From an optimization exercise on the open Yosys and OpenROAD flow, aimed at small area; shortcuts taken in it are not production practice.
At most, simulation tests tie the RTL to the original design; equivalence was not proved.

// I2C_Top
module I2C_Top
    (
        input clk,
        input rst,  
        input processor,
        input Sda_In,  
        output Sda_Out,  
        output Scl_Out,  
        output an7, an6, an5, an4, an3, an2, an1, an0, ca, cb, cc, cd, ce, cf, cg, dp
    );
Size in the first run: ~1100 cells after synthesis, ~8000 um^2 of cells after synthesis.
clock: 15.0 ns
lec_check: 0
abc_area: 1
cap_margin: 20
core_margin: 2
core_utilization: 65
cts_buf_list: sky130_fd_sc_hd__clkbuf_4 sky130_fd_sc_hd__clkbuf_8
slew_margin: 20
standard.sh (not shown) runs the stock make flow with config.mk's settings and CLKGATE_MAP_FILE= SYNTH_SCRIPT=/design/flow/synth_recipe.tcl, a recipe that flattens the netlist after the stock synthesis.
==> flow/flow/run.sh <==
#!/bin/bash
# Own flow: the standard layout (standard.sh) with two changes:
#  - synthesis reads a copy of ORFS's scripts in which abc_area.script is
#    replaced by flow/abc_area.script (a stronger ABC area script); the
#    flip-flops are mapped before ABC runs, so the registers, their names and
#    cell types are those of the standard synthesis;
#  - the port buffers that global placement inserts on every input and output
#    are sky130_fd_sc_hd__buf_1 cells.
set -euo pipefail
W=$PWD
rm -rf "$W/scripts_mod"
cp -r "$FLOW_HOME/scripts" "$W/scripts_mod"
cp "$W/flow/abc_area.script" "$W/scripts_mod/abc_area.script"
bash standard.sh SCRIPTS_DIR="$W/scripts_mod" synth > "$W/standard_synth.log" 2>&1
bash standard.sh BUFFER_PORTS_ARGS="-buffer_cell sky130_fd_sc_hd__buf_1" CTS_ARGS="-sink_clustering_enable -repair_clock_nets -sink_buffer_max_cap_derate 0.3 -buf_list {sky130_fd_sc_hd__clkbuf_4 sky130_fd_sc_hd__clkbuf_8}" finish > "$W/standard_finish.log" 2>&1
==> flow/flow/abc_area.script <==
strash
&get -n
&deepsyn -T 60
&put
dch -f
map -a
topo
dnsize -c
Edit:
--- a/flow/flow/run.sh
+++ b/flow/flow/run.sh
@@ -14,2 +14,2 @@
 bash standard.sh SCRIPTS_DIR="$W/scripts_mod" synth > "$W/standard_synth.log" 2>&1
-bash standard.sh BUFFER_PORTS_ARGS="-buffer_cell sky130_fd_sc_hd__buf_1" CTS_ARGS="-sink_clustering_enable -repair_clock_nets -sink_buffer_max_cap_derate 0.3 -buf_list {sky130_fd_sc_hd__clkbuf_4 sky130_fd_sc_hd__clkbuf_8}" finish > "$W/standard_finish.log" 2>&1
+bash standard.sh BUFFER_PORTS_ARGS="-buffer_cell sky130_fd_sc_hd__buf_1" finish > "$W/standard_finish.log" 2>&1
Clock-buffer cell count stays the same.
Final cell count stays the same.
Synthesized area does not change.
Core utilization is about the same.
First-iteration DRC count is lower by 2.8%.
Flip-flop and latch count is unchanged.
Function was not checked in any run of this note: the RTL went through the layout flow alone.


I2C_Top, a different RTL version from the one above (not shown whole).
Size: about 920 cells after synthesis.
export LEC_CHECK = 0
export ABC_AREA = 1
export CAP_MARGIN = 20
export CORE_MARGIN = 2
export CORE_UTILIZATION = 80
export CTS_BUF_LIST = sky130_fd_sc_hd__clkbuf_4 sky130_fd_sc_hd__clkbuf_8
export SLEW_MARGIN = 20
create_clock -name core_clock -period 15.0 [get_ports {clk}]
==> flow/flow/run.sh <==
#!/bin/bash
# Own flow: the standard layout (standard.sh) with these changes:
#  - synthesis reads a copy of ORFS's scripts in which abc_area.script is
#    replaced by flow/abc_area.script (a stronger ABC area script); the
#    flip-flops are mapped before ABC runs, so the registers, their names and
#    cell types are those of the standard synthesis;
#  - clock tree synthesis adds no dummy load cells (-dont_use_dummy_load);
#  - the port buffers that global placement inserts on every input and output
#    are sky130_fd_sc_hd__buf_1 cells.
set -euo pipefail
W=$PWD
rm -rf "$W/scripts_mod"
cp -r "$FLOW_HOME/scripts" "$W/scripts_mod"
cp "$W/flow/abc_area.script" "$W/scripts_mod/abc_area.script"
bash standard.sh SCRIPTS_DIR="$W/scripts_mod" synth > "$W/standard_synth.log" 2>&1
bash standard.sh BUFFER_PORTS_ARGS="-buffer_cell sky130_fd_sc_hd__buf_1" CTS_ARGS="-sink_clustering_enable -repair_clock_nets -dont_use_dummy_load -root_buf sky130_fd_sc_hd__clkbuf_8 -buf_list {sky130_fd_sc_hd__clkbuf_4}" finish > "$W/standard_finish.log" 2>&1
==> flow/flow/abc_area.script <==
strash
&get -n
&deepsyn -T 60
&nf -p -F 8 -A 4 -a -R 1000
&put
topo
dnsize -c
The baseline completed with no timing, DRC or antenna violations.
Edit:
Settings changed: CORE_UTILIZATION 80 to 75.
What happened: The new run passed the timing, design-rule and antenna checks; die area increases by 6.4%; count of clock-buffer cells in the layout does not change; setup slack is better by 64 ps; worst hold slack barely changes; routed wire length goes down by about 4.6%; via count went down by about 2.6%.


I2C_Top, a different RTL version from the one above (not shown whole).
Size in the first run: roughly 140 flip-flops, about 22 I/O pins, roughly 7800 um2 of cells after synthesis.
export LEC_CHECK = 0
export ABC_AREA = 1
export CAP_MARGIN = 20
export CORE_MARGIN = 2
export CORE_UTILIZATION = 75
export CTS_BUF_LIST = sky130_fd_sc_hd__clkbuf_4 sky130_fd_sc_hd__clkbuf_8
export SLEW_MARGIN = 20
create_clock -name core_clock -period 15.0 [get_ports {clk}]
==> flow/flow/run.sh <==
#!/bin/bash
# Own flow: the standard layout (standard.sh) with these changes:
#  - synthesis reads a copy of ORFS's scripts in which abc_area.script is
#    replaced by flow/abc_area.script (a stronger ABC area script); the
#    flip-flops are mapped before ABC runs, so the registers, their names and
#    cell types are those of the standard synthesis;
#  - clock tree synthesis adds no dummy load cells (-dont_use_dummy_load)
#    and builds the tree from a clkbuf_8 root and clkbuf_4 buffers;
#  - the port buffers that global placement inserts on every input and output
#    are sky130_fd_sc_hd__buf_1 cells.
set -euo pipefail
W=$PWD
rm -rf "$W/scripts_mod"
cp -r "$FLOW_HOME/scripts" "$W/scripts_mod"
cp "$W/flow/abc_area.script" "$W/scripts_mod/abc_area.script"
bash standard.sh SCRIPTS_DIR="$W/scripts_mod" synth > "$W/standard_synth.log" 2>&1
bash standard.sh BUFFER_PORTS_ARGS="-buffer_cell sky130_fd_sc_hd__buf_1" CTS_ARGS="-sink_clustering_enable -repair_clock_nets -dont_use_dummy_load -root_buf sky130_fd_sc_hd__clkbuf_8 -buf_list {sky130_fd_sc_hd__clkbuf_4}" finish > "$W/standard_finish.log" 2>&1
==> flow/flow/abc_area.script <==
strash
&get -n
&deepsyn -T 120
&nf -p -F 8 -A 4 -a -R 1000
&put
topo
dnsize -c
The starting point ran to the end with no violations.
Next try:
--- a/flow/flow/run.sh
+++ b/flow/flow/run.sh
@@ -2 +2 @@
-# Own flow: the standard layout (standard.sh) with these changes:
+# Own flow: the standard layout (standard.sh) with two changes:
@@ -7,2 +6,0 @@
-#  - clock tree synthesis adds no dummy load cells (-dont_use_dummy_load)
-#    and builds the tree from a clkbuf_8 root and clkbuf_4 buffers;
@@ -17 +15 @@
-bash standard.sh BUFFER_PORTS_ARGS="-buffer_cell sky130_fd_sc_hd__buf_1" CTS_ARGS="-sink_clustering_enable -repair_clock_nets -dont_use_dummy_load -root_buf sky130_fd_sc_hd__clkbuf_8 -buf_list {sky130_fd_sc_hd__clkbuf_4}" finish > "$W/standard_finish.log" 2>&1
+bash standard.sh BUFFER_PORTS_ARGS="-buffer_cell sky130_fd_sc_hd__buf_1" finish > "$W/standard_finish.log" 2>&1
==> flow/flow/abc_area.script (replaced) <==
strash
&get -n
&deepsyn -T 60
&put
dch -f
map -a
topo
dnsize -c
- CORE_UTILIZATION: 75 -> 65
After rerunning: The changed run finished with timing, DRC and antenna clean. Global-route usage drops by 4.1 points. Final area is higher by 5.9%. Synthesized area increases by 2.0%. Count of clock-buffer cells in the layout rises by 1. Cell count increases by 18%. Die area rose by 17%. Via count climbs by 7.5%.
Next try:
--- a/flow/flow/run.sh
+++ b/flow/flow/run.sh
@@ -2 +2 @@
-# Own flow: the standard layout (standard.sh) with two changes:
+# Own flow: the standard layout (standard.sh) with these changes:
@@ -6,0 +7 @@
+#  - clock tree synthesis adds no dummy load cells (-dont_use_dummy_load);
@@ -15 +16 @@
-bash standard.sh BUFFER_PORTS_ARGS="-buffer_cell sky130_fd_sc_hd__buf_1" finish > "$W/standard_finish.log" 2>&1
+bash standard.sh BUFFER_PORTS_ARGS="-buffer_cell sky130_fd_sc_hd__buf_1" CTS_ARGS="-repair_clock_nets -dont_use_dummy_load -buf_list {sky130_fd_sc_hd__clkbuf_4 sky130_fd_sc_hd__clkbuf_8}" finish > "$W/standard_finish.log" 2>&1
==> flow/flow/abc_area.script (replaced) <==
strash
&get -n
&deepsyn -T 60
&nf -p -F 8 -A 4 -a -R 1000
&put
topo
dnsize -c
- CORE_UTILIZATION: 65 -> 75
Outcome: The changed run went through all stages and came out clean; final cell count goes down by about a fifth; clock skew rises by 0.019 ns; final area went down by a few percent; synthesized cell count fell by about a fifth; routed wire length rose slightly.
Next try:
--- a/flow/flow/run.sh
+++ b/flow/flow/run.sh
@@ -2 +2 @@
-# Own flow: the standard layout (standard.sh) with these changes:
+# Own flow: the standard layout (standard.sh) with two changes:
@@ -7 +6,0 @@
-#  - clock tree synthesis adds no dummy load cells (-dont_use_dummy_load);
@@ -16 +15 @@
-bash standard.sh BUFFER_PORTS_ARGS="-buffer_cell sky130_fd_sc_hd__buf_1" CTS_ARGS="-repair_clock_nets -dont_use_dummy_load -buf_list {sky130_fd_sc_hd__clkbuf_4 sky130_fd_sc_hd__clkbuf_8}" finish > "$W/standard_finish.log" 2>&1
+bash standard.sh BUFFER_PORTS_ARGS="-buffer_cell sky130_fd_sc_hd__buf_1" finish > "$W/standard_finish.log" 2>&1
Clock-buffer cell count rises by 3; die area stays the same; design area climbs by 2.7%; via count grows by 2.8%; routed wire length is higher by 4.6%; worst setup slack is worse by 0.11 ns; register-to-register slack gets worse by 0.11 ns.
Next try:
--- a/flow/flow/run.sh
+++ b/flow/flow/run.sh
@@ -2 +2 @@
-# Own flow: the standard layout (standard.sh) with two changes:
+# Own flow: the standard layout (standard.sh) with these changes:
@@ -6,0 +7 @@
+#  - clock tree synthesis adds no dummy load cells (-dont_use_dummy_load);
@@ -15 +16 @@
-bash standard.sh BUFFER_PORTS_ARGS="-buffer_cell sky130_fd_sc_hd__buf_1" finish > "$W/standard_finish.log" 2>&1
+bash standard.sh BUFFER_PORTS_ARGS="-buffer_cell sky130_fd_sc_hd__buf_1" CTS_ARGS="-sink_clustering_enable -repair_clock_nets -dont_use_dummy_load -root_buf sky130_fd_sc_hd__clkbuf_8 -buf_list {sky130_fd_sc_hd__clkbuf_4}" finish > "$W/standard_finish.log" 2>&1
Setup slack gains 0.099 ns. Die area is unchanged. Via count drops by a few percent. Final cell count drops slightly.


I2C_Top, a different RTL version from the one above (not shown whole).
Size in the first run: roughly 1,500 cells after synthesis, roughly 140 flip-flops, roughly 10,000 um^2 of cells after synthesis.
// I2C_Top
module I2C_Top
    (
        input clk,
        input rst,  
        input processor,
        input Sda_In,  
        output Sda_Out,  
        output Scl_Out,  
        output an7, an6, an5, an4, an3, an2, an1, an0, ca, cb, cc, cd, ce, cf, cg, dp
    );
export LEC_CHECK = 0
export ABC_AREA = 1
export CAP_MARGIN = 20
export CORE_MARGIN = 2
export CORE_UTILIZATION = 65
export CTS_BUF_LIST = sky130_fd_sc_hd__clkbuf_4 sky130_fd_sc_hd__clkbuf_8
export SLEW_MARGIN = 20
create_clock -name core_clock -period 15.0 [get_ports {clk}]
run.sh (not shown) runs the stock make flow with config.mk's settings and CLKGATE_MAP_FILE= SYNTH_SCRIPT=/design/flow/synth_recipe.tcl, a recipe that flattens the netlist after the stock synthesis.
Stock flow here: none of the scripts above is used.
==> next run, changes <==
==> flow/flow/run.sh (new file) <==
#!/bin/bash
# Own flow: the standard layout (standard.sh) throughout, except that the
# synthesis step reads a copy of ORFS's scripts in which abc_area.script is
# replaced by flow/abc_area.script (a stronger ABC area script). Synthesis
# still maps the flip-flops before ABC runs, so the registers, their names and
# cell types are those of the standard synthesis.
set -euo pipefail
W=$PWD
rm -rf "$W/scripts_mod"
cp -r "$FLOW_HOME/scripts" "$W/scripts_mod"
cp "$W/flow/abc_area.script" "$W/scripts_mod/abc_area.script"
bash standard.sh SCRIPTS_DIR="$W/scripts_mod" synth > "$W/standard_synth.log" 2>&1
bash standard.sh finish > "$W/standard_finish.log" 2>&1
==> flow/flow/abc_area.script (new file) <==
strash
&get -n
&deepsyn -T 60
&put
dch -f
map -a
topo
dnsize -c
==> flow/standard.sh (new file) <==
#!/bin/bash
# synth_recipe.tcl (not shown) runs the flow's synth.tcl, then flattens the netlist and writes it again
# the make line also repeats each setting of config.mk as NAME=value (left out here)
make -C /OpenROAD-flow-scripts/flow DESIGN_CONFIG=/design/flow/config.mk WORK_HOME=/design/flow/orfs CLKGATE_MAP_FILE= SYNTH_SCRIPT=/design/flow/synth_recipe.tcl "${@:-finish}"
Settings changed: CTS_CLUSTER_DIAMETER set to 100, CTS_CLUSTER_SIZE set to 40.
removed: flow/run.sh
Setup slack gets better by 0.16 ns.
Synthesized cell count decreases by a quarter to a third.
Core utilization increases by 3.1 points.
First-iteration DRC count decreases by well over a third.
Design area decreases by about a fifth.
Critical path depth increases by 4.
Global-route usage decreases by 2.7 points.
Maximum frequency increases slightly.
Final cell count decreases by a quarter to a third.
==> next run, changes <==
Settings changed: CTS_CLUSTER_DIAMETER 100 to unset, CTS_CLUSTER_SIZE 40 to unset.
Effect: Routed wire length is unchanged. Area after synthesis does not change. First-iteration DRC count stays the same. Clock-buffer cell count does not change. Sequential share of layout area does not change.

[re-timing with driven ports]
Ports are ideal in the flow. The routed layouts listed here were re-timed in OpenROAD. Step 1, drivers: a clkbuf_16 drives clk and a buf_2 each remaining input, both assumed. Step 2 times the ports against the registers' clock, not the clock port: input delays grow and output delays shrink by t, the midpoint of the rising clock arrivals with the driver on. Slacks: ideal / step 1 / step 2; pairs: ideal / step 1.
run | shift t [ns] | setup slack, ns | worst data-port slew with drivers (ns) | cell pins on the clock port's net
the first run of note 1 | 0.608 | 4.989 / 4.989 / 4.989 | 0.03 | 1
the second run of note 1 | 0.472 | 5.005 / 5.005 / 5.005 | 0.03 | 1
the first run of note 2 | 0.454 | 4.917 / 4.917 / 4.917 | 0.03 | 1
the second run of note 2 | 0.442 | 4.982 / 4.982 / 4.982 | 0.03 | 1
the first run of note 3 | 0.440 | 4.618 / 4.618 / 4.618 | 0.03 | 1
the second run of note 3 | 0.493 | 5.188 / 5.188 / 5.188 | 0.03 | 1
the third run of note 3 | 0.452 | 4.730 / 4.730 / 4.730 | 0.03 | 1
the fourth run of note 3 | 0.478 | 4.619 / 4.619 / 4.619 | 0.03 | 1
the fifth run of note 3 | 0.438 | 4.718 / 4.718 / 4.718 | 0.03 | 1
the first run of note 4 | 0.502 | 4.882 / 4.882 / 4.882 | 0.03 | 1
the second run of note 4 | 0.484 | 5.038 / 5.038 / 5.038 | 0.03 | 1
the third run of note 4 | 0.484 | 5.038 / 5.038 / 5.038 | 0.03 | 1
After both steps setup and hold are still met in every run listed.
